Background: an optimization exercise with open tools, aiming at small area. Do not read the settings as production practice.
Function was checked by simulation only, so behaviour that the tests miss may differ from the original.
The clock cells of run 8 come from the design's own scripts or RTL, not from TritonCTS.
The clock port is modelled as an ideal driver, which makes a skipped or thinned clock tree look cheaper than it is; a real chip needs a root buffer or a tree.
Power is estimated from default activity; no workload was simulated.

==> flow/design.v <==
module test_pattern4 (
	input  wire        act,
	input  wire [8:0]  xl,
	input  wire [10:0] y,
	output wire [95:0] rgb
);
	wire [8:0] yh = y[10:2];
	wire [1:0] yl = y[1:0];
	wire y_edge  = ( y == 11'd0 ) || ( y == 11'd1599 );
	wire y_sqh   = ( y == 11'd500 ) || ( y == 11'd1099 );
	wire y_sqin  = ( y >= 11'd500 ) && ( y < 11'd1100 );
	wire x_sqin  = ( xl >= 9'd125 ) && ( xl < 9'd275 );
	wire upper   = ( y <= 11'd1200 );
	wire diag    = ( xl == yh );
	localparam [9:0] AD = 10'd399;
	wire [8:0] ap = xl ^ yh;
	wire [8:0] ag = xl & yh;
	wire [9:0] cneed = { 1'b0, ap ^ AD[8:0] };
	wire [8:0] cmade;
	genvar i;
	generate for( i = 0; i < 9; i = i + 1 ) begin : g_ad
		assign cmade[i] = AD[i] ? ag[i] : ( xl[i] | yh[i] );
	end endgenerate
	wire adiag = ( cneed[0] == 1'b0 ) && ( cmade == cneed[9:1] );
	wire lt57 = xl < 9'd57;
	wire lt114 = xl < 9'd114,  eq114 = xl == 9'd114;
	wire lt171 = xl < 9'd171,  eq171 = xl == 9'd171;
	wire lt228 = xl < 9'd228,  eq228 = xl == 9'd228;
	wire lt285 = xl < 9'd285,  eq285 = xl == 9'd285;
	wire lt342 = xl < 9'd342,  eq342 = xl == 9'd342;
	wire lt66  = xl < 9'd66,   eq66  = xl == 9'd66;
	wire lt133 = xl < 9'd133,  eq133 = xl == 9'd133;
	wire lt200 = xl < 9'd200;
	wire lt266 = xl < 9'd266,  eq266 = xl == 9'd266;
	wire lt333 = xl < 9'd333,  eq333 = xl == 9'd333;
	wire wcom = y_edge || ( y_sqh && x_sqin );
	generate for( i = 0; i < 4; i = i + 1 ) begin : g_pix
		localparam [1:0] K = i;
		wire white = wcom ||
		             ( K == 2'd0 && ( xl == 9'd0 || ( xl == 9'd125 && y_sqin ) ) ) ||
		             ( K == 2'd3 && ( xl == 9'd399 || ( xl == 9'd274 && y_sqin ) ) ) ||
		             ( diag && yl == K ) || ( adiag && yl == ~K );
		wire t1 = !( lt57 );
		wire t2 = !( lt114 || ( eq114 && K < 1 ) );
		wire t3 = !( lt171 || ( eq171 && K < 1 ) );
		wire t4 = !( lt228 || ( eq228 && K < 2 ) );
		wire t5 = !( lt285 || ( eq285 && K < 2 ) );
		wire t6 = !( lt342 || ( eq342 && K < 3 ) );
		wire s1 = !( lt66  || ( eq66  && K < 2 ) );
		wire s2 = !( lt133 || ( eq133 && K < 1 ) );
		wire s3 = !( lt200 );
		wire s4 = !( lt266 || ( eq266 && K < 2 ) );
		wire s5 = !( lt333 || ( eq333 && K < 1 ) );
		wire ron = !t2 || ( t4 && !t6 );
		wire gon = !t4;
		wire bon = !t1 || ( t2 && !t3 ) || ( t4 && !t5 ) || t6;
		wire l1 = s1 && !s2;
		wire r7 = upper ? ron : l1;
		wire g7 = upper ? gon : l1;
		wire b7 = upper ? bon : l1;
		wire b6 = upper ? bon : !s3;
		wire r5 = !upper && s1 && !s3;
		wire r4 = !upper && s1 && !s5;
		wire r3 = !upper && ( l1 || ( s3 && !s4 ) || s5 );
		wire r2 = !upper && ( l1 || ( s3 && !s4 ) );
		wire r1 = !upper && ( ( s1 && !s3 ) || ( s4 && !s5 ) );
		wire r0 = !upper && ( l1 || s3 );
		wire g5 = !upper && !s2;
		wire g4 = !upper && ( l1 || ( s3 && !s5 ) );
		wire g1 = !upper && ( l1 || ( s4 && !s5 ) );
		wire g0 = !upper && ( !s2 || s3 );
		wire b3 = !upper && ( !s4 || s5 );
		wire b2 = !upper && ( !s2 || ( s3 && !s4 ) );
		wire [7:0] r = { r7, r7, r5, r4, r3, r2, r1, r0 };
		wire [7:0] g = { g7, g7, g5, g4, r3, r2, g1, g0 };
		wire [7:0] b = { b7, b6, r5, g4, b3, b2, r1, r0 };
		assign rgb[24*i+23:24*i] = {24{ act }} & ( {24{ white }} | { b, g, r } );
	end endgenerate
endmodule
module pixel_source (
	clk,
	reset,
	vsync,
	hsync,
	active,
	rgb,
	ovl,
	led0
	);
	input wire clk;
	input wire reset;
	input wire vsync, hsync, active;
	output wire [95:0] rgb;
	output wire [3:0] ovl;
	output wire led0;
	reg a1, a2, a3, h1, h2, v1, v2;
	always @(posedge clk) begin
		a1 <= active;
		a2 <= a1;
		a3 <= a2;
		h1 <= hsync;
		h2 <= h1;
		v1 <= vsync;
		v2 <= v1;
	end
	reg [10:0] y2;
	wire inc_m1 = a3 & ~a2;
	wire inc_0  = a2 & ~a1;
	wire [11:0] yp;
	prefix_and #( 11 ) i_yp( .x( y2 ), .p( yp ) );
	wire [10:0] ym1 = v2 ? 11'd0 : y2 ^ ( { 11{ inc_m1 } } & yp[10:0] );
	wire [10:0] y0  = v1 ? 11'd0 :
	                  v2 ? { 10'd0, inc_0 } : y2 ^ ( { 11{ inc_m1 | inc_0 } } & yp[10:0] );
	always @(posedge clk) y2 <= ym1;
	reg [8:0] px2;
	wire [9:0] pxp;
	prefix_and #( 9 ) i_pxp( .x( px2 ), .p( pxp ) );
	always @(posedge clk)
		px2 <= h2 ? 9'd0 : px2 ^ ( { 9{ a2 & a3 } } & pxp[8:0] );
	test_pattern4 i_test_pat( .act( a3 ), .xl( px2 ), .y( y2 ), .rgb( rgb ) );
	reg [10:0] x;
	wire [11:0] xp;
	prefix_and #( 11 ) i_xp( .x( x ), .p( xp ) );
	always @(posedge clk)
		x <= hsync ? 11'd0 : x ^ ( { 11{ active } } & xp[10:0] );
	reg del_x0;
	always @(posedge clk) del_x0 <= x[0];
	reg [31:0] clk_count;
	wire [32:0] ct;
	prefix_and #( 32 ) i_ccp( .x( clk_count ), .p( ct ) );
	always @(posedge clk)
		clk_count <= ~{ 32{ reset } } & ( clk_count ^ ct[31:0] );
	reg [31:0] frame_count;
	wire [32:0] ft;
	prefix_and #( 32 ) i_fcp( .x( frame_count ), .p( ft ) );
	always @(posedge clk)
		frame_count <= ~{ 32{ reset } } & ( frame_count ^ ( { 32{ vsync } } & ft[31:0] ) );
	reg [7:0] commit_rom [63:0];
	initial $readmemb("commit.mem", commit_rom );
	wire window = ( y0[10:4] == 7'd50 ) && ( x[10:4] == 7'd1 );
	wire [5:0] raddr = window ? { x[3:1], y0[3:1] } : { clk_count[29:27], 3'b111 };
	wire [7:0] rom_q = commit_rom[ raddr ];
	reg [4:0] rdata;
	reg del_window;
	always @(posedge clk) begin
		rdata <= rom_q[4:0];
		del_window <= window;
	end
	function [4:0] font;
		input [3:0] d;
		input [2:0] r;
		begin
			case ( { d, r } )
			7'h00: font = 5'b01110;
			7'h01: font = 5'b10001;
			7'h02: font = 5'b10011;
			7'h03: font = 5'b10101;
			7'h04: font = 5'b11001;
			7'h05: font = 5'b10001;
			7'h06: font = 5'b01110;
			7'h07: font = 5'b00000;
			7'h08: font = 5'b00100;
			7'h09: font = 5'b01100;
			7'h0a: font = 5'b00100;
			7'h0b: font = 5'b00100;
			7'h0c: font = 5'b00100;
			7'h0d: font = 5'b00100;
			7'h0e: font = 5'b01110;
			7'h0f: font = 5'b00000;
			7'h10: font = 5'b01110;
			7'h11: font = 5'b10001;
			7'h12: font = 5'b00001;
			7'h13: font = 5'b00010;
			7'h14: font = 5'b00100;
			7'h15: font = 5'b01000;
			7'h16: font = 5'b11111;
			7'h17: font = 5'b00000;
			7'h18: font = 5'b11110;
			7'h19: font = 5'b00001;
			7'h1a: font = 5'b00001;
			7'h1b: font = 5'b01110;
			7'h1c: font = 5'b00001;
			7'h1d: font = 5'b00001;
			7'h1e: font = 5'b11110;
			7'h1f: font = 5'b00000;
			7'h20: font = 5'b10001;
			7'h21: font = 5'b10001;
			7'h22: font = 5'b10001;
			7'h23: font = 5'b11111;
			7'h24: font = 5'b00001;
			7'h25: font = 5'b00001;
			7'h26: font = 5'b00001;
			7'h27: font = 5'b00000;
			7'h28: font = 5'b11111;
			7'h29: font = 5'b10000;
			7'h2a: font = 5'b10000;
			7'h2b: font = 5'b11110;
			7'h2c: font = 5'b00001;
			7'h2d: font = 5'b00001;
			7'h2e: font = 5'b11110;
			7'h2f: font = 5'b00000;
			7'h30: font = 5'b01110;
			7'h31: font = 5'b10001;
			7'h32: font = 5'b10000;
			7'h33: font = 5'b11110;
			7'h34: font = 5'b10001;
			7'h35: font = 5'b10001;
			7'h36: font = 5'b01110;
			7'h37: font = 5'b00000;
			7'h38: font = 5'b11111;
			7'h39: font = 5'b00001;
			7'h3a: font = 5'b00001;
			7'h3b: font = 5'b00010;
			7'h3c: font = 5'b00100;
			7'h3d: font = 5'b00100;
			7'h3e: font = 5'b00100;
			7'h3f: font = 5'b00000;
			7'h40: font = 5'b01110;
			7'h41: font = 5'b10001;
			7'h42: font = 5'b10001;
			7'h43: font = 5'b01110;
			7'h44: font = 5'b10001;
			7'h45: font = 5'b10001;
			7'h46: font = 5'b01110;
			7'h47: font = 5'b00000;
			7'h48: font = 5'b01110;
			7'h49: font = 5'b10001;
			7'h4a: font = 5'b10001;
			7'h4b: font = 5'b01111;
			7'h4c: font = 5'b00001;
			7'h4d: font = 5'b10001;
			7'h4e: font = 5'b01110;
			7'h4f: font = 5'b00000;
			7'h50: font = 5'b01110;
			7'h51: font = 5'b10001;
			7'h52: font = 5'b10001;
			7'h53: font = 5'b10001;
			7'h54: font = 5'b11111;
			7'h55: font = 5'b10001;
			7'h56: font = 5'b10001;
			7'h57: font = 5'b00000;
			7'h58: font = 5'b11110;
			7'h59: font = 5'b10001;
			7'h5a: font = 5'b10001;
			7'h5b: font = 5'b11110;
			7'h5c: font = 5'b10001;
			7'h5d: font = 5'b10001;
			7'h5e: font = 5'b11110;
			7'h5f: font = 5'b00000;
			7'h60: font = 5'b01110;
			7'h61: font = 5'b10001;
			7'h62: font = 5'b10000;
			7'h63: font = 5'b10000;
			7'h64: font = 5'b10000;
			7'h65: font = 5'b10001;
			7'h66: font = 5'b01110;
			7'h67: font = 5'b00000;
			7'h68: font = 5'b11110;
			7'h69: font = 5'b10001;
			7'h6a: font = 5'b10001;
			7'h6b: font = 5'b10001;
			7'h6c: font = 5'b10001;
			7'h6d: font = 5'b10001;
			7'h6e: font = 5'b11110;
			7'h6f: font = 5'b00000;
			7'h70: font = 5'b11111;
			7'h71: font = 5'b10000;
			7'h72: font = 5'b10000;
			7'h73: font = 5'b11110;
			7'h74: font = 5'b10000;
			7'h75: font = 5'b10000;
			7'h76: font = 5'b11111;
			7'h77: font = 5'b00000;
			7'h78: font = 5'b11111;
			7'h79: font = 5'b10000;
			7'h7a: font = 5'b10000;
			7'h7b: font = 5'b11110;
			7'h7c: font = 5'b10000;
			7'h7d: font = 5'b10000;
			7'h7e: font = 5'b10000;
			7'h7f: font = 5'b00000;
			default: font = 5'b00000;
			endcase
		end
	endfunction
	wire [7:0] cx = x[8:1];
	wire [6:0] cy = y0[10:4];
	wire hexwin = ( cx >= 8'd90 ) && ( cx <= 8'd97 ) && ( cy == 7'd4 || cy == 7'd6 );
	wire [31:0] num = ( cy[1] ) ? clk_count : frame_count;
	wire [2:0] nsel = 3'd1 - cx[2:0];
	wire [3:0] digit = num[ nsel*4 +: 4 ];
	wire [4:0] hglyph = font( digit, ym1[3:1] );
	wire [4:0] hg = hexwin ? hglyph : 5'd0;
	wire cwin = del_window && ( y0[3:1] != 3'b111 );
	wire [4:0] cg = cwin ? rdata : 5'd0;
	reg [3:0] oreg;
	always @(posedge clk)
		oreg <= del_x0 ? ( { cg[1], cg[0], cg[0], 1'b0 } | { hg[4], hg[4], hg[3], hg[2] } )
		               : ( { cg[4], cg[4], cg[3], cg[2] } | { hg[1], hg[0], hg[0], 1'b0 } );
	assign ovl = oreg;
	wire [29:0] bcnt = clk_count[29:0];
	assign led0 = ( bcnt[29:27] == 3'd7 ) ? 1'b0 :
	              ( bcnt[24:22] == 3'd0 ) ? 1'b1 :
	              ( bcnt[24:22] == 3'd2 ) ? 1'b1 :
	              ( bcnt[24:22] != 3'd1 ) ? 1'b0 :
	              ( bcnt[26:25] == 2'd0 ) ? rdata[3] :
	              ( bcnt[26:25] == 2'd1 ) ? rdata[2] :
	              ( bcnt[26:25] == 2'd2 ) ? rdata[1] :
	                                        rdata[0] ;
endmodule
module prefix_and #( parameter N = 32 ) ( input wire [N-1:0] x, output wire [N:0] p );
	localparam G = ( N + 3 ) / 4;
	wire [4*G-1:0] xx = { { ( 4*G - N ){ 1'b1 } }, x };
	wire [G:0] gp;
	assign gp[0] = 1'b1;
	wire [4*G:0] pp;
	genvar j;
	generate for( j = 0; j < G; j = j + 1 ) begin : g_grp
		assign gp[j+1] = gp[j] & ( &xx[4*j+3:4*j] );
		assign pp[4*j]   = gp[j];
		assign pp[4*j+1] = gp[j] & xx[4*j];
		assign pp[4*j+2] = gp[j] & ( &xx[4*j+1:4*j] );
		assign pp[4*j+3] = gp[j] & ( &xx[4*j+2:4*j] );
	end endgenerate
	assign pp[4*G] = gp[G];
	assign p = pp[N:0];
endmodule
==> flow/commit.mem <==
00001110
00010001
00010001
00010001
00011111
00010001
00010001
00001010
00011110
00010001
00010001
00011110
00010001
00010001
00011110
00001011
00001110
00010001
00010000
00010000
00010000
00010001
00001110
00001100
00001110
00010001
00010011
00010101
00011001
00010001
00001110
00000000
00000100
00001100
00000100
00000100
00000100
00000100
00001110
00000001
00001110
00010001
00000001
00000010
00000100
00001000
00011111
00000010
00011110
00000001
00000001
00001110
00000001
00000001
00011110
00000011
00000000
00000000
00000000
00000000
00000000
00000000
00000000
00000000
==> flow/flow/run.sh <==
#!/bin/bash
# Own layout flow: the standard synthesis, then an area re-mapping of its
# combinational logic (registers untouched), then the standard layout steps
# with 1x port buffers. Each tool's output goes to a log file here.
set -euo pipefail
W=$(pwd)
R=$W/orfs/results/$FLOW_PLATFORM/pixel_source/base
LIB=$FLOW_HOME/platforms/$FLOW_PLATFORM/lib/sky130_fd_sc_hd__tt_025C_1v80.lib
YOSYS=$FLOW_HOME/../tools/install/yosys/bin/yosys
[[ -x $YOSYS ]] || YOSYS=$(command -v yosys)

# 1. standard synthesis
bash standard.sh synth > $W/log_1_standard_synth.log 2>&1

# 2. re-map the combinational logic for area
python3 $W/flow/gen_models.py $LIB > $W/cell_models.v 2> $W/log_2_gen_models.log
cp $R/1_2_yosys.v $W/standard_1_2_yosys.v
DU="-dont_use *probe* -dont_use *lpflow* -dont_use *clkdly* -dont_use *dlygate* -dont_use *dlymetal* -dont_use *ebufn* -dont_use *einv* -dont_use *conb*"
SCRIPT='+strash;\&get -n;\&deepsyn -T 60;\&put;dch;amap;topo'
sed -e "s#@MODELS@#$W/cell_models.v#" -e "s#@IN@#$W/standard_1_2_yosys.v#" -e "s#@TOP@#$FLOW_TOP#" \
    -e "s#@LIB@#$LIB#g" -e "s#@DONTUSE@#$DU#" -e "s#@SCRIPT@#$SCRIPT#" -e "s#@OUT@#$W/remapped.v#" \
    $W/flow/post_opt.ys.in > $W/post_opt.ys
$YOSYS -s $W/post_opt.ys > $W/log_3_post_opt.log 2>&1
cp $W/remapped.v $R/1_2_yosys.v
rm -f $R/1_synth.odb

# 3. the standard layout from the re-mapped netlist, with 1x port buffers
export BUFFER_PORTS_ARGS="-buffer_cell sky130_fd_sc_hd__buf_1"
export CTS_ARGS="-sink_clustering_enable -repair_clock_nets -dont_use_dummy_load"
bash standard.sh > $W/log_4_standard_layout.log 2>&1
==> flow/flow/gen_models.py <==
# Write Verilog models of the sky130hd cells: combinational cells as assigns,
# sequential cells as blackboxes (kept as they are by the re-mapping).
import re, sys
lib = open(sys.argv[1]).read()
out = []
pos = 0
cells = re.split(r'\n\s*cell\s*\(\s*"?', lib)[1:]
for c in cells:
    name = re.match(r'(\w+)', c).group(1)
    body = c
    seq = re.search(r'\n\s*(ff|latch|statetable)\s*\(', body) is not None
    pins = []
    for m in re.finditer(r'\n\s*pin\s*\(\s*"?(\w+)"?\s*\)\s*\{', body):
        pname = m.group(1)
        # the pin's own attributes up to its first nested group end is enough for direction/function
        seg = body[m.end():m.end() + 4000]
        d = re.search(r'direction\s*:\s*"?(\w+)"?', seg)
        f = re.search(r'function\s*:\s*"([^"]*)"', seg.split('timing')[0].split('internal_power')[0])
        if pname not in [p[0] for p in pins]:
            pins.append((pname, d.group(1) if d else 'input', f.group(1) if f else None))
    if not pins:
        continue
    ports = ", ".join(p[0] for p in pins)
    decl = "".join("  %s %s;\n" % ("output" if p[1] == 'output' else ("inout" if p[1] == 'inout' else "input"), p[0]) for p in pins)
    outs = [p for p in pins if p[1] == 'output']
    comb = (not seq) and outs and all(p[2] for p in outs)
    if comb:
        body_v = "".join("  assign %s = %s;\n" % (p[0], p[2].replace('!', '~')) for p in outs)
        out.append("module %s(%s);\n%s%sendmodule\n" % (name, ports, decl, body_v))
    else:
        out.append("(* blackbox *)\nmodule %s(%s);\n%sendmodule\n" % (name, ports, decl))
print("\n".join(out))
==> flow/flow/post_opt.ys.in <==
# Re-map the combinational logic of the standard synthesis for area.
# The flip-flops stay as they are (same instances, names and cells).
read_verilog @MODELS@
read_verilog @IN@
hierarchy -top @TOP@
flatten
hierarchy -top @TOP@
read_liberty -lib -overwrite @LIB@
techmap
opt -purge
abc -liberty @LIB@ @DONTUSE@ -script "@SCRIPT@"
opt_clean -purge
splitnets
opt_clean -purge
hilomap -singleton -hicell sky130_fd_sc_hd__conb_1 HI -locell sky130_fd_sc_hd__conb_1 LO
insbuf -buf sky130_fd_sc_hd__buf_4 A X
stat -liberty @LIB@
check -assert -mapped
write_verilog -noattr -nohex -nodec @OUT@
==> flow/standard.sh <==
#!/bin/bash
# synth_recipe.tcl (not shown) runs the flow's synth.tcl, then flattens the netlist and writes it again
# the make line also repeats each setting of config.mk as NAME=value (left out here)
make -C /OpenROAD-flow-scripts/flow DESIGN_CONFIG=/design/flow/config.mk WORK_HOME=/design/flow/orfs CLKGATE_MAP_FILE= SYNTH_SCRIPT=/design/flow/synth_recipe.tcl "${@:-finish}"
==> flow/config.mk <==
export PLATFORM = sky130hd
export DESIGN_NAME = pixel_source
export DESIGN_NICKNAME = pixel_source
export VERILOG_FILES = /design/flow/design.v
export SDC_FILE = /design/flow/constraint.sdc
export NUM_CORES = 4
export LEC_CHECK = 0
export CAP_MARGIN = 20
export CORE_MARGIN = 2
export CORE_UTILIZATION = 40
export GPL_TIMING_DRIVEN = 0
export SLEW_MARGIN = 20
==> flow/constraint.sdc <==
create_clock -name core_clock -period 5.0 [get_ports {clk}]
set_input_delay 1.0000 -clock core_clock [delete_from_list [all_inputs] [get_ports {clk}]]
set_output_delay 1.0000 -clock core_clock [all_outputs]
set_load 0.01 [all_outputs]
==> flow_metrics.tcl, run 1 <==
set metrics [dict create \
    status "finished clean" \
    p_total_mw 2.244 \
    ff2ff_setup_slack_ps 260 \
    synth_area_um2 7181 \
    wl_per_cell_um 15.03 \
    die_w_um 138.0 \
    ant_nets 0 \
    ioPinCount 106 \
    wirelength_um 20810 \
    path_buf_inv 3 \
    min_path_cells 0 \
    crit_path_end_kind "flop" \
    max_slew_margin 0.2468 \
    hold_start "h1" \
    crit_path_frequent_cell "clkinv_1" \
    crit_path_max_incr_delay_ps 580 \
    path_delay_family "compound AO/OA/AOI/OAI gates" \
    via_per_inst 5.353 \
    track_usage 0.2201 \
    clkLatencyLatePin_ps 420 \
    cts_root_buffer "clkbuf_16" \
    rows 48 \
    clock_path_buffers 2 \
    numCtsBuffers 17 \
    grt_pass1_wl_um 33050 \
    worst_ep_arrival_time_ps 5040 \
    drt_iter0_markers 528 \
    hold-worst-slack_ps 323.1 \
    setup_violations 0 \
    grt_pass1_vias 6607 \
    drc_errors 0 \
    antenna_found_initial 0 \
    stdcell_area_um2 8710 \
    portBuffers 105 \
    fin_cells 1384 \
    path_cells "nor2_1 > clkinv_1 > o21ai_0 > a2111oi_0 > o32ai_2 > clkinv_1 > a311oi_1 > clkinv_1 > a31oi_1 > nor2_1 > o221ai_1 > o2111a_1 > o32a_1 > o22ai_1 > a211o_1" \
    leakage_nw 3.005 \
    clkTransAtPathRegs_ps 50 \
    area_growth_pct 21.29 \
    dp_slack_ps -902.9 \
    dpl.cell_count 1354 \
    fin_skew_ps 16.03 \
    rr_worst_depth 15 \
    antenna_cells 0 \
    worst_slack_ps 262.5 \
    worstReg2RegStart "x[3]" \
    routabilityCongestion 0.9301 \
    crit_type "flop to flop" \
    drv_cap 0 \
    nets 1166 \
    final_core_util 0.5001 \
    fin_crit_ps 4737 \
    dieArea_um2 19040 \
    h-tree-depth 4 \
    cts_tree "built" \
    placed_area_um2 7895 \
    hold_end "h2" \
    slew_viol_final 0 \
    start_kind "flop" \
    irDropWorstVdd_uv 195.6 \
    avgSynthCellArea_um2 7.019 \
    cts_sinks 113 \
    fin_setup_tns_ps 0 \
    grt_max_degree 34 \
    die_h_um 138.0 \
    p_per_area_nw_per_um2 257.7 \
    start_util 0.4123 \
    fmax_mhz 211.1 \
    gr-total-overflow 0 \
    crit_fanout 12 \
    yosysWarnings 1 \
    hold_class "flop to flop" \
    dp_hpwl_um 15870 \
    coreArea_um2 17420 \
    vias 7408 \
    tightestPinTransition_ps 1118 \
    drive_above_1_share 0.1717 \
    syn-num-nets 1028 \
    firstDrtPassIters 5 \
    min_period_over_period 0.9475 \
    slowest_stage "o32ai_2" \
    hold_viol_final 0 \
    timing.rr.end "oreg[3]" \
    synth_cells 1023 \
    required_ps 5300 \
]
## power breakdown
part           leakage [nW]  switching, mW  internal, mW
registers             0.918         0.0140         0.914
logic                  1.88          0.198         0.178
clock network         0.209          0.357         0.583
## placed cells by master (no fill, tap or decap), drive strengths merged, types with 7 or more instances in the layout
cell and instances:
a21oi 38, o32ai 10, a31oi 9, o21bai 10
nand2 65, nor4 8, o221ai 7, o21ai 64
dfxtp 113, o22ai 22, or3 27, or2 40
and3 7, clkinv 114, buf 214, nand3 13
nor2 196, and2 12, clkbuf 18, a211oi 44
nor3 52
## layer usage
layer	up-vias	part of all wire	track usage
met5	-	0	0
met4	0	0.026	0.09524
met3	51	0.061	0.04605
met2	291	0.48	0.3845
met1	3271	0.44	0.2601
li1	3795	-	-
## cell type report
| class | instances | area (um^2) |
|---|---|---|
| sequential | 113 | 2270 |
| fill | 1781 | 8707 |
| timing repair buffer | 119 | 514.2 |
| inverter | 117 | 454.2 |
| multi-input combinational | 697 | 4044 |
| tap | 225 | 281.5 |
| buffer | 96 | 720.7 |
| clock buffer | 17 | 425.4 |
## worst reg2reg max path, delay by kind of cell, from the launching register on
| kind | cells | cell delay (ps) |
|---|---|---|
| AO/OA/AOI/OAI | 10 | 2810 |
| buffers and inverters | 3 | 960 |
| flip-flops | 1 | 400 |
| AND/OR/NAND/NOR | 2 | 460 |
## what timing repair did
item | CTS | global route
hold buffers | 0 | 0
gates cloned | 0 | 0
pin swaps | 2 | 14
setup buffers | 2 | 11
gates resized for setup | 30 | 57
setup endpoints to repair | 55 | 74
## how the worst max path moves through the flow
stage / start / to / slack [ps] / cells past startpoint
6_report: x[3] / oreg[3] / 260 / 15
5_1_grt: clk_count[0] / clk_count[31] / -7 / 26
4_1_cts: px2[2] / rgb[3] / 8 / 13
3_5_place_dp: vsync / frame_count[31] / -900 / 31
3_3_place_gp: x[1] / oreg[3] / -1020 / 18
2_1_floorplan: vsync / frame_count[31] / 20 / 30
## sequential cells by signal (all words and copies together), names as in the netlist
name and count:
del_x0 1, y2 11, v1 1, frame_count 32, clk_count 32, oreg 4, a3 1, rdata 5
x 11, px2 9, h1 1, del_window 1, a1 1, v2 1, h2 1, a2 1
==> run 2, diff against run 1 <==
--- a/flow/flow/run.sh
+++ b/flow/flow/run.sh
@@ -27,4 +27,3 @@
 # 3. the standard layout from the re-mapped netlist, with 1x port buffers
 export BUFFER_PORTS_ARGS="-buffer_cell sky130_fd_sc_hd__buf_1"
-export CTS_ARGS="-sink_clustering_enable -repair_clock_nets -dont_use_dummy_load"
 bash standard.sh > $W/log_4_standard_layout.log 2>&1
--- a/flow/config.mk
+++ b/flow/config.mk
@@ -9,4 +9,3 @@
 export CORE_MARGIN = 2
 export CORE_UTILIZATION = 40
-export GPL_TIMING_DRIVEN = 0
 export SLEW_MARGIN = 20
==> flow_metrics.tcl, run 2 <==
set metrics [dict create \
    clock_path_buffers 2 \
    track_usage 0.2105 \
    drv_cap 0 \
    worst_ep_arrival_time_ps 3720 \
    die_h_um 138.0 \
    placed_area_um2 7395 \
    avgSynthCellArea_um2 7.019 \
    final_core_util 0.4670 \
    p_clk_frac 0.516 \
    h-tree-depth 4 \
    hold-worst-slack_ps 323.9 \
    tightestPinTransition_ps 961.7 \
    power_frac_comb 0.109 \
    p_total_mw 2.464 \
    synth_cells 1023 \
    crit_path_end_kind "primary output" \
    grt_max_degree 45 \
    wl_per_cell_um 15.03 \
    drt_iter0_markers 486 \
    path_cells "clkinv_1 > o22ai_1 > clkinv_1 > or2_0 > or4_1 > or3_1 > o22ai_1 > or3_1 > o21bai_1 > nor2_1 > o21ai_0 > buf_1" \
    grt_pass1_vias 6580 \
    layout_common_cells "nor2_1, clkinv_1, dfxtp_1" \
    cts-hold-fix-buffers 0 \
    drive_above_1_share 0.08538 \
    yosysWarnings 1 \
    fin_setup_tns_ps 0 \
    ant_nets 0 \
    dp_hpwl_um 15060 \
    die_w_um 138.0 \
    via_per_inst 5.511 \
    cts_sinks 113 \
    fin_skew_ps 9.807 \
    p_per_area_nw_per_um2 303.0 \
    vias 7307 \
    irDropWorstVdd_uv 251.0 \
    leakage_nw 2.711 \
    synth_area_um2 7181 \
    drc_errors 0 \
    firstDrtPassIters 5 \
    slew_viol_final 0 \
    crit_fanout 9 \
    grt_pass1_wl_um 31610 \
    syn-num-nets 1028 \
    intPower_mw 1.862 \
    portBuffers 105 \
    stdcell_area_um2 8134 \
    routabilityCongestion 0.9124 \
    wirelength_um 19930 \
    setup_violations 0 \
    crit_type "flop to primary output" \
    max_slew_margin 0.3521 \
    hold_viol_final 0 \
    rows 48 \
    cts_tree "built" \
    cts_root_buffer "clkbuf_16" \
    dieArea_um2 19040 \
    coreArea_um2 17420 \
    min_period_over_period 0.9432 \
    worst_slack_ps 284.1 \
    p_seq_frac 0.375 \
    p_switching_uw 602.6 \
    gr-total-overflow 0 \
    hold_class "flop to flop" \
    swShare 0.2445 \
    nets 1093 \
    antenna_found_initial 0 \
    fin_crit_ps 4716 \
    clkTransAtPathRegs_ps 50 \
    numCtsBuffers 17 \
    antenna_cells 0 \
    start_kind "flop" \
    clkLatencyLatePin_ps 410 \
    layout_commonest_cell "nor2_1" \
    ff2ff_setup_slack_ps 520 \
    slowest_stage "dfxtp_1" \
    area_growth_pct 13.28 \
    required_ps 4000 \
    dp_slack_ps 56.16 \
    start_util 0.4123 \
    fin_cells 1326 \
    dpl.cell_count 1290 \
    fmax_mhz 212.1 \
    largest_registers "clk_count (32), frame_count (32)" \
    status "finished clean" \
    ioPinCount 106 \
    crit_path_max_incr_delay_ps 500 \
]
run 2: cell types whose count changed in the layout (fill, tap and decap cells not counted), moves of 4 or more:
cell / delta
and3_1: +4
nor2_4: -11
nand2_2: -9
buf_4: -72
nand2_1: +9
bufinv_16: +4
nor2_1: +12
run 2: area by class of cell:
| cell class | count | area [um^2] |
|---|---|---|
| inverter | 117 | 450.4 |
| clock inverter | 10 | 157.7 |
| multi-input combinational | 697 | 3841 |
| tap | 225 | 281.5 |
| timing repair buffer | 142 | 673.1 |
| clock buffer | 22 | 464.2 |
| sequential | 113 | 2266 |
| fill | 1806 | 9283 |
run 2: power groups by stage:
stage | clock network, mW | logic, mW | registers, mW
floorplan | 0 | 0.264 | 0.939
global placement | 0 | 0.266 | 0.942
detailed placement | 0 | 0.265 | 0.943
CTS | 1.30 | 0.266 | 0.923
global route | 1.34 | 0.304 | 0.925
finish | 1.27 | 0.269 | 0.924
run 2: layer usage:
layer | vias up | wire, um | GRT usage
met2 | 303 | 9503 | 0.3677
met1 | 3272 | 8737 | 0.2528
met4 | 0 | 605 | 0.1015
met5 | - | 0 | 0
li1 | 3679 | - | -
met3 | 53 | 1086 | 0.03070
run 2: worst max-delay path, delay by kind of cell (launching register included):
kind,cells,cell delay (ps)
buf+inv,3,460
compound gates,4,900
simple gates,5,1450
flops,1,500
run 2: path summary, 6_finish.rpt:
kind	start	cells past startpoint	endpoint
worst max-delay path	y2[4]	12	rgb[11]
worst min-delay path	h1	0	h2
worst max register to register	clk_count[0]	26	clk_count[31]
worst min register to register	h1	0	h2
run 2: what timing repair did:
action                     CTS  global route
hold endpoints to repair     0             0
setup endpoints to repair    0            57
buffers inserted             0             4
gates resized for setup      0            29
==> run 3, diff against run 2 <==
--- a/flow/flow/run.sh
+++ b/flow/flow/run.sh
@@ -24,6 +24,13 @@
 cp $W/remapped.v $R/1_2_yosys.v
 rm -f $R/1_synth.odb
+bash standard.sh synth > $W/log_4_standard_synth_odb.log 2>&1
+TECH_LEF=$FLOW_HOME/platforms/$FLOW_PLATFORM/lef/sky130_fd_sc_hd.tlef \
+SC_LEF=$FLOW_HOME/platforms/$FLOW_PLATFORM/lef/sky130_fd_sc_hd_merged.lef \
+LIB=$LIB ODB=$R/1_synth.odb openroad -no_init -exit $W/flow/remove_buffers.tcl > $W/log_5_remove_buffers.log 2>&1
 
-# 3. the standard layout from the re-mapped netlist, with 1x port buffers
+# 3. remove the synthesis buffers
+
+# 4. the standard layout from the re-mapped netlist, with 1x port buffers
 export BUFFER_PORTS_ARGS="-buffer_cell sky130_fd_sc_hd__buf_1"
-bash standard.sh > $W/log_4_standard_layout.log 2>&1
+export CTS_ARGS="-sink_clustering_enable -repair_clock_nets -dont_use_dummy_load"
+bash standard.sh > $W/log_6_standard_layout.log 2>&1
==> flow/flow/remove_buffers.tcl (new file) <==
# Drop the buffers synthesis put between the logic and the ports; port
# buffering adds one buffer per port later, as in the timing-driven flow.
read_lef $::env(TECH_LEF)
read_lef $::env(SC_LEF)
read_liberty $::env(LIB)
read_db $::env(ODB)
remove_buffers
write_db $::env(ODB)
--- a/flow/config.mk
+++ b/flow/config.mk
@@ -9,3 +9,4 @@
 export CORE_MARGIN = 2
 export CORE_UTILIZATION = 40
+export GPL_TIMING_DRIVEN = 0
 export SLEW_MARGIN = 20
==> flow_metrics.tcl, run 3 <==
set metrics [dict create \
    nets 1070 \
    layout_commonest_cell "nor2_1" \
    fin_skew_ps 15.20 \
    leakage_nw 2.559 \
    antenna_found_initial 0 \
    vias 7178 \
    drt_iter0_markers 437 \
    area_growth_pct 23.22 \
    worst_ep_arrival_time_ps 3730 \
    wirelength_um 20150 \
    fmax_mhz 211.2 \
    slowest_stage "or4_1" \
    routabilityCongestion 0.9552 \
    wl_per_cell_um 15.75 \
    hold-worst-slack_ps 321.7 \
    cts_root_buffer "clkbuf_16" \
    dieArea_um2 17180 \
    dp_hpwl_um 15190 \
    start_util 0.4081 \
    hold_viol_final 0 \
    cts_sinks 113 \
    avgSynthCellArea_um2 6.969 \
    path_buf_inv 3 \
    status "finished clean" \
    multi_input_area_um2 4026 \
    worst_slack_ps 266.0 \
    crit_fanout 9 \
    fillers 1646 \
    largest_registers "clk_count (32), frame_count (32)" \
    ioPinCount 106 \
    grt_pass1_vias 6435 \
    slew_viol_final 0 \
    clkTransAtPathRegs_ps 50 \
    drive_above_1_share 0.09031 \
    firstDrtPassIters 5 \
    layout_common_cells "nor2_1, clkinv_1, dfxtp_1" \
    start_kind "flop" \
    tightestPinTransition_ps 1001 \
    final_core_util 0.5029 \
    clkLatencyLatePin_ps 410 \
    crit_path_frequent_cell "or2_0" \
    numCtsBuffers 17 \
    ant_nets 0 \
    antenna_cells 0 \
    p_total_mw 2.133 \
    crit_path_end_kind "primary output" \
    h-tree-depth 4 \
    p_per_area_nw_per_um2 267.9 \
    required_ps 4000 \
    clock_path_buffers 2 \
    via_per_inst 5.612 \
    grt_pass1_wl_um 31350 \
    hold_class "flop to flop" \
    rows 46 \
    crit_type "flop to primary output" \
    synth_cells 927 \
    dp_slack_ps -848.0 \
    die_w_um 131.1 \
    regArea_um2 2267 \
    die_h_um 131.1 \
    gr-total-overflow 0 \
    min_period_over_period 0.9468 \
    drv_cap 0 \
    yosysWarnings 1 \
    path_cells "clkinvlp_4 > o22ai_1 > clkinv_1 > or2_0 > or4_1 > or3_1 > o221ai_2 > o21bai_2 > or2_0 > buf_1" \
    path_delay_family "simple AND/OR/NAND/NOR gates" \
    syn-num-nets 932 \
    cts_tree "built" \
    setup_violations 0 \
    track_usage 0.2329 \
    coreArea_um2 15830 \
    ff2ff_setup_slack_ps 280 \
    max_slew_margin 0.3285 \
    crit_path_max_incr_delay_ps 490 \
    drc_errors 0 \
    grt_max_degree 32 \
    portBuffers 105 \
    synth_area_um2 6460 \
    irDropWorstVdd_uv 189.5 \
    fin_crit_ps 4734 \
]
==> run 3: changes by cell type in the layout (fill, tap and decap cells not counted), moves of 4 or more <==
cell,before,now
and3_1,6,2
nor2_4,2,12
nand2_1,63,55
buf_4,37,13
nand2_2,2,10
nor2_1,183,173
bufinv_16,4,0
==> run 3: final timing paths <==
check,from,end,cells past startpoint
hold / removal,h1,h2,0
setup reg to reg,x[1],oreg[3],18
hold reg to reg,h1,h2,0
setup / recovery,px2[2],rgb[26],10
==> run 3: metrics by stage <==
stage                     std cells  instance area (um^2)  setup TNS, ps
final                          1279                  7960              0
after global routing           1279                  7960         -78.21
after CTS                      1266                  7662              0
after detailed placement       1249                  7156          -5735
after global placement         1248                  7134          -6182
after floorplan                 927                  6470              0
==> run 3: what timing repair did <==
item	in CTS	in global routing
buffers inserted	0	13
resized for setup	22	58
pin swaps	0	14
setup endpoints to repair	48	70
hold buffers	0	0
==> run 3: worst register-to-register path, delay by kind of cell, from the launching register on <==
family,cells,cell delay (ps)
DFF,1,500
AOI/OAI and AO/OA,10,2540
buffers and inverters,4,840
and+or+nand+nor,4,760
==> run 3: final cells by class <==
class | count | area share
clock buffers | 17 | 0.05344
repair buffers | 119 | 0.06445
inverters | 117 | 0.05753
multi-input cells | 697 | 0.5058
flip-flops and latches | 113 | 0.2848
well taps | 216 | 0.03395
==> run 3: report_power, final <==
group	internal, mW	switching, mW	leakage, nW	total [mW]
sequential	0.914	0.0143	0.917	0.928
clock	0.583	0.350	0.209	0.933
combinational	0.0907	0.181	1.43	0.272
==> run 3: per-layer routing <==
metal  part of all wire  global-route usage  wire length (um)
met4              0.020             0.09011               400
met2               0.50              0.4258              9987
met1               0.43              0.2663              8687
met3              0.053             0.04667              1074
met5                  0                   0                 0
==> run 4, diff against run 3 <==
--- a/flow/flow/run.sh
+++ b/flow/flow/run.sh
@@ -33,4 +33,4 @@
 # 4. the standard layout from the re-mapped netlist, with 1x port buffers
 export BUFFER_PORTS_ARGS="-buffer_cell sky130_fd_sc_hd__buf_1"
-export CTS_ARGS="-sink_clustering_enable -repair_clock_nets -dont_use_dummy_load"
+export CTS_ARGS="-sink_clustering_enable -repair_clock_nets -dont_use_dummy_load -buf_list sky130_fd_sc_hd__clkbuf_8 -sink_clustering_size 30 -sink_clustering_max_diameter 150"
 bash standard.sh > $W/log_6_standard_layout.log 2>&1
==> flow_metrics.tcl, run 4 <==
set metrics [dict create \
    status "finished clean" \
    p_per_area_nw_per_um2 232.9 \
    syn-num-nets 932 \
    numCtsBuffers 17 \
    clkLatencyLatePin_ps 440 \
    antenna_cells 0 \
    tightestPinTransition_ps 985.3 \
    placed_area_um2 7156 \
    antenna_found_initial 0 \
    fin_skew_ps 21.15 \
    track_usage 0.2325 \
    final_core_util 0.4911 \
    max_slew_margin 0.3392 \
    layout_common_cells "nor2_1, clkinv_1, dfxtp_1" \
    layout_commonest_cell "nor2_1" \
    dpl.cell_count 1249 \
    worst_ep_arrival_time_ps 5030 \
    timing.rr.end "oreg[3]" \
    min_period_over_period 0.9409 \
    stdcell_area_um2 7772 \
    h-tree-depth 4 \
    irDropWorstVdd_uv 154.5 \
    rr_worst_depth 18 \
    clock_path_buffers 2 \
    fin_crit_ps 4704 \
    dp_hpwl_um 15190 \
    dieArea_um2 17180 \
    rows 46 \
    start_kind "flop" \
    synth_area_um2 6460 \
    vias 7172 \
    fin_setup_tns_ps 0 \
    synth_cells 927 \
    fillers 1667 \
    grt_max_degree 32 \
    cts-hold-fix-buffers 0 \
    required_ps 5330 \
    routabilityCongestion 0.9552 \
    hold_start "h1" \
    grt_pass1_vias 6417 \
    crit_path_end_kind "flop" \
    setup_violations 0 \
    cts_root_buffer "clkbuf_8" \
    nets 1071 \
    fin_cells 1280 \
    crit_fanout 10 \
    avgSynthCellArea_um2 6.969 \
    cts_sinks 113 \
    hold_class "flop to flop" \
    coreArea_um2 15830 \
    rsz0062_at_grt "yes" \
    cts_tree "built" \
    die_w_um 131.1 \
    wl_per_cell_um 15.72 \
    area_growth_pct 20.32 \
    grt_pass1_wl_um 31370 \
    start_util 0.4081 \
    wirelength_um 20120 \
    portBuffers 105 \
    p_total_mw 1.810 \
    fmax_mhz 212.6 \
    ant_nets 0 \
    hold-worst-slack_ps 324.3 \
    ioPinCount 106 \
    drive_above_1_share 0.08929 \
    regArea_um2 2267 \
    via_per_inst 5.603 \
    drc_errors 0 \
    worst_slack_ps 295.5 \
    multi_input_area_um2 4023 \
    clkTransAtPathRegs_ps 60 \
    largest_registers "clk_count (32), frame_count (32)" \
    crit_start "x[1]" \
    slew_viol_final 0 \
    firstDrtPassIters 5 \
    dp_slack_ps -848.0 \
    crit_type "flop to flop" \
    drt_iter0_markers 554 \
    die_h_um 131.1 \
    ff2ff_setup_slack_ps 300 \
    yosysWarnings 1 \
    hold_viol_final 0 \
    worstReg2RegStart "x[1]" \
    leakage_nw 2.471 \
    gr-total-overflow 0 \
    drv_cap 0 \
    hold_end "h2" \
    min_path_cells 0 \
]
## run 4: worst max path at each step
stage	to	depth (start not counted)
after global placement	oreg[3]	18
after CTS	frame_count[31]	31
final	oreg[3]	18
after detailed placement	frame_count[31]	31
after global routing	frame_count[31]	31
after floorplan	frame_count[31]	30
## run 4: final cells by class
class                   count  area share
clock buffers              17     0.03010
multi-input cells         697      0.5175
flip-flops and latches    113      0.2917
repair buffers            120     0.06697
well taps                 216     0.03477
inverters                 117     0.05892
## run 4: where the power goes
group          switching [mW]  total [mW]  leakage [nW]  internal, mW
sequential             0.0141       0.926         0.917         0.911
clock                   0.316       0.613         0.122         0.297
combinational           0.181       0.272          1.43        0.0908
## run 4: routing by layer
layer	vias up	wire length [um]	part of all wire	global-route usage
li1	3613	-	-	-
met1	3291	8629	0.43	0.2691
met2	233	10030	0.50	0.4282
met3	35	1061	0.053	0.04099
met4	0	399	0.020	0.08385
met5	-	0	0	0
## run 4: what timing repair did
| action | CTS | global route |
|---|---|---|
| pin swaps | 0 | 13 |
| gates resized for setup | 22 | 56 |
| buffers inserted | 0 | 14 |
| setup endpoints to repair | 52 | 71 |
## run 4: critical path, cell delays in order (launching register included)
cell	delay [ps]
dfxtp_1	500
clkinvlp_4	270
nor2_4	320
clkinvlp_4	270
o21ai_0	180
a2111oi_0	110
o32ai_2	630
nand2_1	170
nor2_1	160
clkinv_1	120
a311oi_1	330
clkinv_1	170
a31oi_1	260
nor2_1	100
o221ai_1	300
o2111a_1	250
o32a_1	150
o22ai_1	80
a211o_1	230
==> run 5, diff against run 4 <==
--- a/flow/flow/run.sh
+++ b/flow/flow/run.sh
@@ -33,4 +33,4 @@
 # 4. the standard layout from the re-mapped netlist, with 1x port buffers
 export BUFFER_PORTS_ARGS="-buffer_cell sky130_fd_sc_hd__buf_1"
-export CTS_ARGS="-sink_clustering_enable -repair_clock_nets -dont_use_dummy_load -buf_list sky130_fd_sc_hd__clkbuf_8 -sink_clustering_size 30 -sink_clustering_max_diameter 150"
+export CTS_ARGS="-sink_clustering_enable -repair_clock_nets -dont_use_dummy_load -buf_list {sky130_fd_sc_hd__clkbuf_4 sky130_fd_sc_hd__clkbuf_8} -sink_clustering_size 20"
 bash standard.sh > $W/log_6_standard_layout.log 2>&1
==> flow_metrics.tcl, run 5 <==
set metrics [dict create \
    status "finished clean" \
    drc_errors 0 \
    clock_path_buffers 2 \
    vias 7172 \
    gr-total-overflow 0 \
    via_per_inst 5.603 \
    area_growth_pct 20.32 \
    numCtsBuffers 17 \
    layout_common_cells "nor2_1, clkinv_1, dfxtp_1" \
    grt.busiest_layer "met2" \
    track_usage 0.2325 \
    max_slew_margin 0.3392 \
    routabilityCongestion 0.9552 \
    required_ps 5330 \
    crit_path_end_kind "flop" \
    firstDrtPassIters 5 \
    cts_sinks 113 \
    wl_per_cell_um 15.72 \
    drv_cap 0 \
    p_per_area_nw_per_um2 232.9 \
    avgSynthCellArea_um2 6.969 \
    antenna_found_initial 0 \
    layout_commonest_cell "nor2_1" \
    grt_pass1_wl_um 31370 \
    crit_type "flop to flop" \
    antenna_cells 0 \
    wirelength_um 20120 \
    synth_cells 927 \
    ioPinCount 106 \
    start_util 0.4081 \
    min_period_over_period 0.9409 \
    drive_above_1_share 0.08929 \
    placed_area_um2 7156 \
    syn-num-nets 932 \
    yosysWarnings 1 \
    grt_pass1_vias 6417 \
    fmax_mhz 212.6 \
    clkTransAtPathRegs_ps 60 \
    stdcell_area_um2 7772 \
    fin_skew_ps 21.15 \
    ant_nets 0 \
    gr-usage-met3 0.04099 \
    drt_iter0_markers 554 \
    fillers 1667 \
    hold_viol_final 0 \
    die_w_um 131.1 \
    nets 1071 \
    setup_violations 0 \
    final_core_util 0.4911 \
    synth_area_um2 6460 \
    grt_max_degree 32 \
    start_kind "flop" \
    h-tree-depth 4 \
    hold_class "flop to flop" \
    fin_crit_ps 4704 \
    largest_registers "clk_count (32), frame_count (32)" \
    die_h_um 131.1 \
    met1_usage 0.2691 \
    dp_hpwl_um 15190 \
    cts_root_buffer "clkbuf_8" \
    groute.layer.met2.usage 0.4282 \
    cts_tree "built" \
    clkLatencyLatePin_ps 440 \
    coreArea_um2 15830 \
    cts-hold-fix-buffers 0 \
    rows 46 \
    dieArea_um2 17180 \
    slew_viol_final 0 \
    tightestPinTransition_ps 985.3 \
    crit_fanout 10 \
    irDropWorstVdd_uv 154.5 \
    worst_ep_arrival_time_ps 5030 \
    portBuffers 105 \
    leakage_nw 2.471 \
    rsz0062_at_grt "yes" \
]
[run 5: what timing repair did]
item                                    in CTS  in global routing
pin swaps                                    0                 13
endpoints found under the setup margin      52                 71
resized for setup                           22                 56
buffers inserted                             0                 14
[run 5: through the flow]
step	TNS (ps)	hold slack, ps	cells	worst slack (ps)	power [mW]
floorplan	0	309.6	927	19.38	1.100
detailed placement	-5735	312.1	1249	-848.0	1.205
CTS	0	324.8	1266	6.038	1.816
global placement	-6182	310.8	1248	-921.3	1.204
finish	0	324.3	1280	295.5	1.810
global route	-207.5	348.0	1280	-126.6	1.889
[run 5: worst max-delay path: stages, from the launching register on]
cell	delay [ps]
dfxtp_1	500
clkinvlp_4	270
nor2_4	320
clkinvlp_4	270
o21ai_0	180
a2111oi_0	110
o32ai_2	630
nand2_1	170
nor2_1	160
clkinv_1	120
a311oi_1	330
clkinv_1	170
a31oi_1	260
nor2_1	100
o221ai_1	300
o2111a_1	250
o32a_1	150
o22ai_1	80
a211o_1	230
[run 5: path summary, 6_finish.rpt]
path         from  endpoint  slack, ps  depth (start not counted)
min            h1        h2        320                          0
min reg2reg    h1        h2        320                          0
max          x[1]   oreg[3]        300                         18
max reg2reg  x[1]   oreg[3]        300                         18
[run 5: final cells by class]
class / count / area (um^2) / area share
multi-input combinational: 697 / 4023 / 0.5175
sequential: 113 / 2267 / 0.2917
timing repair buffer: 120 / 520.5 / 0.06697
clock buffer: 17 / 234.0 / 0.03010
inverter: 117 / 457.9 / 0.05892
tap: 216 / 270.3 / 0.03477
[run 5: layer usage]
| metal | vias up | routed length (um) |
|---|---|---|
| li1 | 3613 | - |
| met1 | 3291 | 8629 |
| met2 | 233 | 10030 |
| met3 | 35 | 1061 |
| met4 | 0 | 399 |
| met5 | - | 0 |
[run 5: where the power goes]
group / internal, mW / switching [mW] / leakage [nW]
clock network: 0.297 / 0.316 / 0.122
logic: 0.0908 / 0.181 / 1.43
registers: 0.911 / 0.0141 / 0.917
total: 1.30 / 0.511 / 2.47
==> run 6, diff against run 5 <==
--- a/flow/flow/run.sh
+++ b/flow/flow/run.sh
@@ -24,4 +24,6 @@
 cp $W/remapped.v $R/1_2_yosys.v
 rm -f $R/1_synth.odb
+
+# 3. rebuild the database and remove the synthesis buffers
 bash standard.sh synth > $W/log_4_standard_synth_odb.log 2>&1
 TECH_LEF=$FLOW_HOME/platforms/$FLOW_PLATFORM/lef/sky130_fd_sc_hd.tlef \
@@ -29,6 +31,4 @@
 LIB=$LIB ODB=$R/1_synth.odb openroad -no_init -exit $W/flow/remove_buffers.tcl > $W/log_5_remove_buffers.log 2>&1
 
-# 3. remove the synthesis buffers
-
 # 4. the standard layout from the re-mapped netlist, with 1x port buffers
 export BUFFER_PORTS_ARGS="-buffer_cell sky130_fd_sc_hd__buf_1"
==> flow_metrics.tcl, run 6 <==
set metrics [dict create \
    routabilityCongestion 0.9552 \
    power_frac_comb 0.150 \
    status "finished clean" \
    p_seq_frac 0.511 \
    yosysWarnings 1 \
    final_core_util 0.4911 \
    drv_cap 0 \
    antenna_cells 0 \
    dp_slack_ps -848.0 \
    clkTransAtPathRegs_ps 60 \
    rows 46 \
    hold_class "flop to flop" \
    area_growth_pct 20.32 \
    drt_iter0_markers 554 \
    wl_met1_um 8629 \
    vias 7172 \
    cts_sinks 113 \
    fillers 1667 \
    layout_common_cells "nor2_1, clkinv_1, dfxtp_1" \
    grt_max_degree 32 \
    wl_met2_um 10030 \
    largest_registers "clk_count (32), frame_count (32)" \
    drive_above_1_share 0.08929 \
    synth_cells 927 \
    portBuffers 105 \
    rr_worst_depth 18 \
    wl_per_cell_um 15.72 \
    irDropWorstVdd_uv 154.5 \
    leakage_nw 2.471 \
    dieArea_um2 17180 \
    h-tree-depth 4 \
    track_usage 0.2325 \
    fin_skew_ps 21.15 \
    ant_nets 0 \
    crit_path_end_kind "flop" \
    p_switching_uw 511.2 \
    cts_root_buffer "clkbuf_8" \
    worst_slack_ps 295.5 \
    grt_pass1_vias 6417 \
    slew_viol_final 0 \
    clkLatencyLatePin_ps 440 \
    tightestPinTransition_ps 985.3 \
    worst_ep_arrival_time_ps 5030 \
    crit_fanout 10 \
    min_period_over_period 0.9409 \
    gr-total-overflow 0 \
    setup_violations 0 \
    nets 1071 \
    firstDrtPassIters 5 \
    antenna_found_initial 0 \
    die_w_um 131.1 \
    required_ps 5330 \
    fmax_mhz 212.6 \
    ioPinCount 106 \
    die_h_um 131.1 \
    wl_met3_um 1061 \
    coreArea_um2 15830 \
    dp_hpwl_um 15190 \
    rsz0062_at_grt "yes" \
    regArea_um2 2267 \
    p_clk_frac 0.339 \
    fin_crit_ps 4704 \
    max_slew_margin 0.3392 \
    syn-num-nets 932 \
    intPower_mw 1.299 \
    min_path_cells 0 \
    crit_type "flop to flop" \
    numCtsBuffers 17 \
    synth_area_um2 6460 \
    via_per_inst 5.603 \
    grt_pass1_wl_um 31370 \
    drc_errors 0 \
    hold_viol_final 0 \
    start_util 0.4081 \
    cts_tree "built" \
    multi_input_area_um2 4023 \
    wirelength_um 20120 \
    cts-hold-fix-buffers 0 \
    layout_commonest_cell "nor2_1" \
    avgSynthCellArea_um2 6.969 \
    p_per_area_nw_per_um2 232.9 \
    swShare 0.2823 \
    clock_path_buffers 2 \
    start_kind "flop" \
    routed.top_layer "met4" \
]
-- run 6: path summary, 6_finish.rpt --
check | startpoint | endpoint | slack, ps
min | h1 | h2 | 320
max reg2reg | x[1] | oreg[3] | 300
min reg2reg | h1 | h2 | 320
max | x[1] | oreg[3] | 300
-- run 6: power by group through the flow --
stage                     Combinational [mW]  Clock, mW  Sequential [mW]
final                                  0.272      0.613            0.926
after global routing                   0.306      0.656            0.927
after CTS                              0.264      0.627            0.925
after detailed placement               0.261          0            0.945
after global placement                 0.260          0            0.944
after floorplan                        0.161          0            0.939
-- run 6: worst max-delay path, stage by stage (launching register included) --
cell	delay [ps]
dfxtp_1	500
clkinvlp_4	270
nor2_4	320
clkinvlp_4	270
o21ai_0	180
a2111oi_0	110
o32ai_2	630
nand2_1	170
nor2_1	160
clkinv_1	120
a311oi_1	330
clkinv_1	170
a31oi_1	260
nor2_1	100
o221ai_1	300
o2111a_1	250
o32a_1	150
o22ai_1	80
a211o_1	230
-- run 6: cell type report --
cell class,instances,share of cell area
clock buffer,17,0.03010
inverter,117,0.05892
multi-input combinational,697,0.5175
sequential,113,0.2917
tap,216,0.03477
timing repair buffer,120,0.06697
-- run 6: through the flow --
| stage | power, mW | area [um^2] | hold slack (ps) | setup TNS [ps] | instances |
|---|---|---|---|---|---|
| floorplan | 1.100 | 6470 | 309.6 | 0 | 927 |
| global placement | 1.204 | 7134 | 310.8 | -6182 | 1248 |
| detailed placement | 1.205 | 7156 | 312.1 | -5735 | 1249 |
| CTS | 1.816 | 7471 | 324.8 | 0 | 1266 |
| global route | 1.889 | 7772 | 348.0 | -207.5 | 1280 |
| finish | 1.810 | 7772 | 324.3 | 0 | 1280 |
-- run 6: routing by layer --
layer,vias up,GRT usage
met5,-,0
met4,0,0.08385
met3,35,0.04099
met2,233,0.4282
met1,3291,0.2691
li1,3613,-
-- run 6: what timing repair did --
| action | CTS | global route |
|---|---|---|
| endpoints found under the setup margin | 52 | 71 |
| setup buffers | 0 | 14 |
| resized for setup | 22 | 56 |
| pin swaps | 0 | 13 |
| hold endpoints to repair | 0 | 0 |
==> run 7, diff against run 6 <==
--- a/flow/config.mk
+++ b/flow/config.mk
@@ -8,5 +8,5 @@
 export CAP_MARGIN = 20
 export CORE_MARGIN = 2
-export CORE_UTILIZATION = 40
+export CORE_UTILIZATION = 60
 export GPL_TIMING_DRIVEN = 0
 export SLEW_MARGIN = 20
==> flow_metrics.tcl, run 7 <==
set metrics [dict create \
    grt_max_degree 35 \
    nets 1073 \
    crit_path_frequent_cell "nor2_4" \
    worst_ep_arrival_time_ps 5150 \
    syn-num-nets 932 \
    coreArea_um2 10370 \
    crit_path_max_incr_delay_ps 210 \
    largest_registers "clk_count (32), frame_count (32)" \
    routabilityCongestion 0.9946 \
    crit_cells 31 \
    avgSynthCellArea_um2 6.969 \
    clkLatencyLatePin_ps 430 \
    antenna_found_initial 0 \
    crit_start "vsync" \
    vias 7383 \
    worst_slack_ps 194.6 \
    track_usage 0.3257 \
    worstReg2RegStart "x[1]" \
    drc_errors 0 \
    p_total_mw 1.796 \
    yosysWarnings 1 \
    slowest_stage "and3_4" \
    dp_slack_ps -858.6 \
    regArea_um2 2266 \
    hold_class "flop to flop" \
    area_growth_pct 18.81 \
    drive_above_1_share 0.09006 \
    crit_path_end "frame_count[31]" \
    wirelength_um 19240 \
    fin_setup_tns_ps 0 \
    p_per_area_nw_per_um2 234.0 \
    start_kind "input port" \
    cts_sinks 113 \
    dp_hpwl_um 14050 \
    layout_commonest_cell "nor2_1" \
    h-tree-depth 4 \
    crit_path_end_kind "flop" \
    path_buf_inv 1 \
    die_h_um 107.8 \
    fillers 873 \
    required_ps 5350 \
    leakage_nw 2.481 \
    die_w_um 107.8 \
    fin_crit_ps 4805 \
    irDropWorstVdd_uv 200.8 \
    max_slew_margin 0.2859 \
    clock_path_buffers 2 \
    ff2ff_setup_slack_ps 200 \
    via_per_inst 6.142 \
    min_period_over_period 0.9611 \
    numCtsBuffers 17 \
    firstDrtPassIters 6 \
    drv_cap 0 \
    rows 37 \
    ant_nets 0 \
    fin_skew_ps 16.88 \
    synth_cells 927 \
    crit_fanout 4 \
    cts_root_buffer "clkbuf_8" \
    dpl.cell_count 1169 \
    dieArea_um2 11610 \
    antenna_cells 0 \
    slew_viol_final 0 \
    path_delay_family "simple AND/OR/NAND/NOR gates" \
    tightestPinTransition_ps 1060 \
    clkTransAtPathRegs_ps 60 \
    fmax_mhz 208.1 \
    ioPinCount 106 \
    cts_tree "built" \
    portBuffers 105 \
    wl_per_cell_um 16.00 \
    start_util 0.6229 \
    rr_worst_depth 20 \
    setup_violations 0 \
    fin_cells 1202 \
    drt_iter0_markers 612 \
    gr-total-overflow 0 \
    timing.rr.end "oreg[3]" \
    hold_viol_final 0 \
    synth_area_um2 6460 \
    grt_pass1_wl_um 30490 \
    crit_type "input port to flop" \
    grt_pass1_vias 6456 \
    multi_input_area_um2 4010 \
    hold-worst-slack_ps 323.6 \
    status "finished clean" \
    layout_common_cells "nor2_1, clkinv_1, dfxtp_1" \
]
## run 7: cell type report
type | count | share of cell area
flip-flops and latches | 113 | 0.2952
well taps | 136 | 0.02217
inverters | 117 | 0.05967
repair buffers | 122 | 0.06994
multi-input cells | 697 | 0.5225
clock buffers | 17 | 0.03049
## run 7: repair_timing
action | 4_1_cts | 5_1_grt
pin swaps | 1 | 14
hold buffers | 0 | 0
buffers inserted | 2 | 14
endpoints found under the setup margin | 38 | 62
resized for setup | 22 | 54
hold endpoints to repair | 0 | 0
## run 7: power by group
part | switching [mW] | total [mW] | internal [mW]
logic | 0.177 | 0.268 | 0.0914
clock network | 0.304 | 0.601 | 0.297
registers | 0.0144 | 0.926 | 0.912
## run 7: through the flow
stage / utilization / area, um^2
6_report: 0.7401 / 7675
5_1_grt: 0.7401 / 7675
4_1_cts: 0.7120 / 7383
3_5_place_dp: 0.6804 / 7056
3_3_place_gp: 0.6783 / 7034
2_1_floorplan: - / 6470
## run 7: worst min path at each step
stage,start,to,slack [ps],cells after the start
floorplan,h1,h2,310,0
global placement,h1,h2,310,0
detailed placement,h1,h2,310,0
CTS,h1,h2,320,0
global route,h1,h2,350,0
finish,h1,h2,320,0
## run 7: per-layer routing
metal  track usage  wire length, um
met3       0.07446             1507
met1        0.4067             7969
met2        0.5499             9241
met5             0                0
met4        0.1154              518
## run 7: worst register-to-register path: stages, from the launching register on
cell	delay, ps
dfxtp_1	510
clkinvlp_4	130
buf_4	200
nor2_4	330
clkinvlp_4	300
o21ai_0	270
a2111oi_0	120
o32ai_2	280
buf_4	180
nand2_1	90
nor2_1	200
clkinv_1	150
a311oi_1	350
clkinv_1	150
a31oi_1	300
nor2_1	100
o221ai_1	290
o2111a_1	250
o32a_1	160
o22ai_1	90
a211o_1	240
==> run 8, diff against run 7 <==
--- a/flow/flow/run.sh
+++ b/flow/flow/run.sh
@@ -33,4 +33,6 @@
 # 4. the standard layout from the re-mapped netlist, with 1x port buffers
 export BUFFER_PORTS_ARGS="-buffer_cell sky130_fd_sc_hd__buf_1"
-export CTS_ARGS="-sink_clustering_enable -repair_clock_nets -dont_use_dummy_load -buf_list {sky130_fd_sc_hd__clkbuf_4 sky130_fd_sc_hd__clkbuf_8} -sink_clustering_size 20"
+# clock tree: 4 clock buffers, one per quarter of the flip-flops (flow/my_cts.tcl)
+export PRE_CTS_TCL=$W/flow/my_cts.tcl
+export MY_CTS_LEAVES=4 MY_CTS_CELL=sky130_fd_sc_hd__clkbuf_16 MY_CTS_ROOT=
 bash standard.sh > $W/log_6_standard_layout.log 2>&1
==> flow/flow/my_cts.tcl (new file) <==
# Clock tree: the clock port drives NLEAF clock buffers, each driving the
# clock pins of one cluster of flip-flops (split by position). Replaces
# TritonCTS's H-tree, which is oversized for ~110 flip-flops.
set nleaf [expr { [info exists ::env(MY_CTS_LEAVES)] ? $::env(MY_CTS_LEAVES) : 4 }]
set leafcell [expr { [info exists ::env(MY_CTS_CELL)] ? $::env(MY_CTS_CELL) : "sky130_fd_sc_hd__clkbuf_8" }]
set block [ord::get_db_block]
set clkpins {}
foreach pin [get_pins -of_objects [get_nets clk]] {
  set iterm [sta::sta_to_db_pin $pin]
  if { $iterm != "NULL" && [$iterm isInputSignal] } {
    set loc [[$iterm getInst] getLocation]
    lappend clkpins [list $pin [lindex $loc 0] [lindex $loc 1]]
  }
}
puts "my_cts: [llength $clkpins] clock pins, $nleaf leaves of $leafcell"
# recursive bisection into nleaf groups (nleaf a power of two)
proc bisect { pins n axis } {
  if { $n <= 1 } { return [list $pins] }
  set idx [expr { $axis == 0 ? 1 : 2 }]
  set s [lsort -integer -index $idx $pins]
  set h [expr { [llength $s] / 2 }]
  set a [lrange $s 0 [expr { $h - 1 }]]
  set b [lrange $s $h end]
  return [concat [bisect $a [expr { $n / 2 }] [expr { 1 - $axis }]] [bisect $b [expr { $n / 2 }] [expr { 1 - $axis }]]]
}
set groups [bisect $clkpins $nleaf 0]
set dbu [$block getDbUnitsPerMicron]
set k 0
foreach g $groups {
  set sx 0; set sy 0; set names {}
  foreach p $g { set sx [expr { $sx + [lindex $p 1] }]; set sy [expr { $sy + [lindex $p 2] }]; lappend names [lindex $p 0] }
  set cx [expr { double($sx) / [llength $g] / $dbu }]
  set cy [expr { double($sy) / [llength $g] / $dbu }]
  insert_buffer -buffer_cell $leafcell -net clk -load_pins $names -location [list $cx $cy] -buffer_name clkleaf_$k -net_name clknet_leaf_$k
  puts "my_cts: leaf $k at ($cx, $cy) drives [llength $g] pins"
  incr k
}
if { [info exists ::env(MY_CTS_ROOT)] && $::env(MY_CTS_ROOT) != "" } {
  set loads {}
  foreach pin [get_pins -of_objects [get_nets clk]] {
    set iterm [sta::sta_to_db_pin $pin]
    if { $iterm != "NULL" && [$iterm isInputSignal] } { lappend loads $pin }
  }
  set core [$block getCoreArea]
  set rx [expr { ([$core xMin] + [$core xMax]) / 2.0 / $dbu }]
  set ry [expr { ([$core yMin] + [$core yMax]) / 2.0 / $dbu }]
  insert_buffer -buffer_cell $::env(MY_CTS_ROOT) -net clk -load_pins $loads -location [list $rx $ry] -buffer_name clkroot -net_name clknet_root
  puts "my_cts: root $::env(MY_CTS_ROOT) drives [llength $loads] leaves"
}
set_propagated_clock [all_clocks]
# the standard step's own CTS call is not needed any more
rename clock_tree_synthesis {}
proc clock_tree_synthesis { args } { puts "my_cts: skipped clock_tree_synthesis $args" }
--- a/flow/config.mk
+++ b/flow/config.mk
@@ -8,5 +8,5 @@
 export CAP_MARGIN = 20
 export CORE_MARGIN = 2
-export CORE_UTILIZATION = 60
+export CORE_UTILIZATION = 40
 export GPL_TIMING_DRIVEN = 0
 export SLEW_MARGIN = 20
==> flow_metrics.tcl, run 8 <==
set metrics [dict create \
    portBuffers 105 \
    fin_crit_ps 4691 \
    ant_nets 0 \
    leakage_nw 2.425 \
    ioPinCount 106 \
    avgSynthCellArea_um2 6.969 \
    clkLatencyLatePin_ps 170 \
    drc_errors 0 \
    crit_type "flop to primary output" \
    syn-num-nets 932 \
    tightestPinTransition_ps 1004 \
    grt_pass1_vias 6346 \
    area_growth_pct 18.19 \
    dieArea_um2 17180 \
    die_h_um 131.1 \
    antenna_cells 0 \
    via_per_inst 5.613 \
    setup_violations 0 \
    layout_commonest_cell "nor2_1" \
    max_slew_margin 0.3266 \
    wirelength_um 19940 \
    drive_above_1_share 0.07780 \
    nets 1061 \
    required_ps 4000 \
    synth_cells 927 \
    yosysWarnings 1 \
    fmax_mhz 213.2 \
    drt_iter0_markers 541 \
    worst_ep_arrival_time_ps 3690 \
    start_kind "flop" \
    hold_viol_final 0 \
    track_usage 0.2202 \
    p_per_area_nw_per_um2 207.2 \
    gr-total-overflow 0 \
    crit_path_end_kind "primary output" \
    hold_class "flop to flop" \
    grt_pass1_wl_um 31060 \
    clkTransAtPathRegs_ps 110 \
    irDropWorstVdd_uv 162.9 \
    layout_common_cells "nor2_1, clkinv_1, dfxtp_1" \
    slowest_stage "o221ai_1" \
    met1_usage 0.2728 \
    drv_cap 0 \
    dpl.cell_count 1249 \
    rows 46 \
    crit_fanout 9 \
    worstReg2RegStart "x[1]" \
    grt_max_degree 32 \
    hold_start "h1" \
    synth_area_um2 6460 \
    wl_per_cell_um 15.70 \
    path_cells "clkinvlp_4 > o22ai_1 > clkinv_1 > or2_0 > or4_1 > or3_1 > o221ai_1 > nor2_2 > o21ai_0 > buf_1" \
    path_delay_family "simple AND/OR/NAND/NOR gates" \
    coreArea_um2 15830 \
    fin_skew_ps 16.61 \
    slew_viol_final 0 \
    antenna_found_initial 0 \
    vias 7128 \
    crit_path_max_incr_delay_ps 670 \
    largest_registers "clk_count (32), frame_count (32)" \
    firstDrtPassIters 5 \
    fin_cells 1270 \
    gr-usage-met3 0.01218 \
    path_buf_inv 3 \
    status "finished clean" \
    min_period_over_period 0.9383 \
    die_w_um 131.1 \
    start_util 0.4081 \
    final_core_util 0.4824 \
    dp_hpwl_um 15190 \
    crit_start "px2[2]" \
    routabilityCongestion 0.9552 \
    groute.layer.met2.usage 0.4249 \
    fillers 1672 \
    grt.busiest_layer "met2" \
]
## run 8: timing repair
action,in CTS,in global routing
cloned,0,0
pin swaps,6,16
resized for setup,23,51
setup endpoints to repair,38,58
setup buffers,7,10
hold buffers,0,0
## run 8: worst paths after layout
check                           cells after the start  slack [ps]       to
worst max-delay path                               10         310  rgb[68]
worst min-delay path                                0         340       h2
worst min register to register                      0         340       h2
worst max register to register                     18         360  oreg[3]
## run 8: per-stage QoR
stage	instance area, um^2	power (mW)	hold WS [ps]	setup slack, ps	setup TNS (ps)
4_1_cts	7395	1.584	339.5	3.451	0
5_1_grt	7635	1.655	358.5	-47.18	-91.54
2_1_floorplan	6470	1.100	309.6	19.38	0
3_3_place_gp	7134	1.204	310.8	-921.3	-6182
6_report	7635	1.582	341.1	308.6	0
3_5_place_dp	7156	1.205	312.1	-848.0	-5735
## run 8: worst register-to-register path: cells and delay by family (launching register included)
kind | cells | cell delay, ps
DFF | 1 | 490
buffers and inverters | 3 | 580
and+or+nand+nor | 4 | 820
AOI/OAI and AO/OA | 11 | 2640
## run 8: cell type report, without the clock buffers
type                            instances  area (um^2)  share of cell area
Inverter                              117        451.7             0.05916
Multi-Input combinational cell        697         4000              0.5239
Tap cell                              216        270.3             0.03540
Timing Repair Buffer                  123        544.3             0.07129
Sequential cell                       113         2268              0.2971
## run 8: power by group
part           switching, mW  leakage (nW)  internal (mW)
Combinational          0.180          1.46         0.0900
Sequential            0.0142         0.917          0.910
Clock                  0.238        0.0493          0.149
Total                  0.433          2.43           1.15
## run 8: metal layers
layer	vias up	share of wire
met5	-	0
met4	0	0.017
met3	23	0.051
met2	251	0.49
met1	3252	0.44
li1	3602	-

[port drivers added, routing unchanged]
How much do the figures lean on ideal ports? The routed layouts below were timed once more, with nothing changed but the port constraints.
Step 1 sets driving cells, clkbuf_16 on the clock port and buf_2 on the other inputs (assumed; they add their load-dependent delay and slew).
Step 2, shift: input delay + t, output delay - t, t = (earliest + latest rising clock arrival at the registers) / 2. This alone moves slack from input paths to output paths.
Three values: ideal, step 1, step 2; two values: the first two.
run | t, ns | setup WS [ns]
run 1 | 0.448 | 0.263 / 0.229 / -0.131
run 2 | 0.451 | 0.284 / 0.242 / 0.078
run 3 | 0.447 | 0.266 / 0.222 / -0.053
run 4 | 0.468 | 0.296 / 0.267 / -0.140
run 5 | 0.468 | 0.296 / 0.267 / -0.140
run 6 | 0.468 | 0.296 / 0.267 / -0.140
run 7 | 0.454 | 0.195 / 0.175 / -0.257
run 8 | 0.253 | 0.309 / 0.223 / 0.169
With both steps, setup timing fails in 6 of these runs, where it was met with ideal ports.
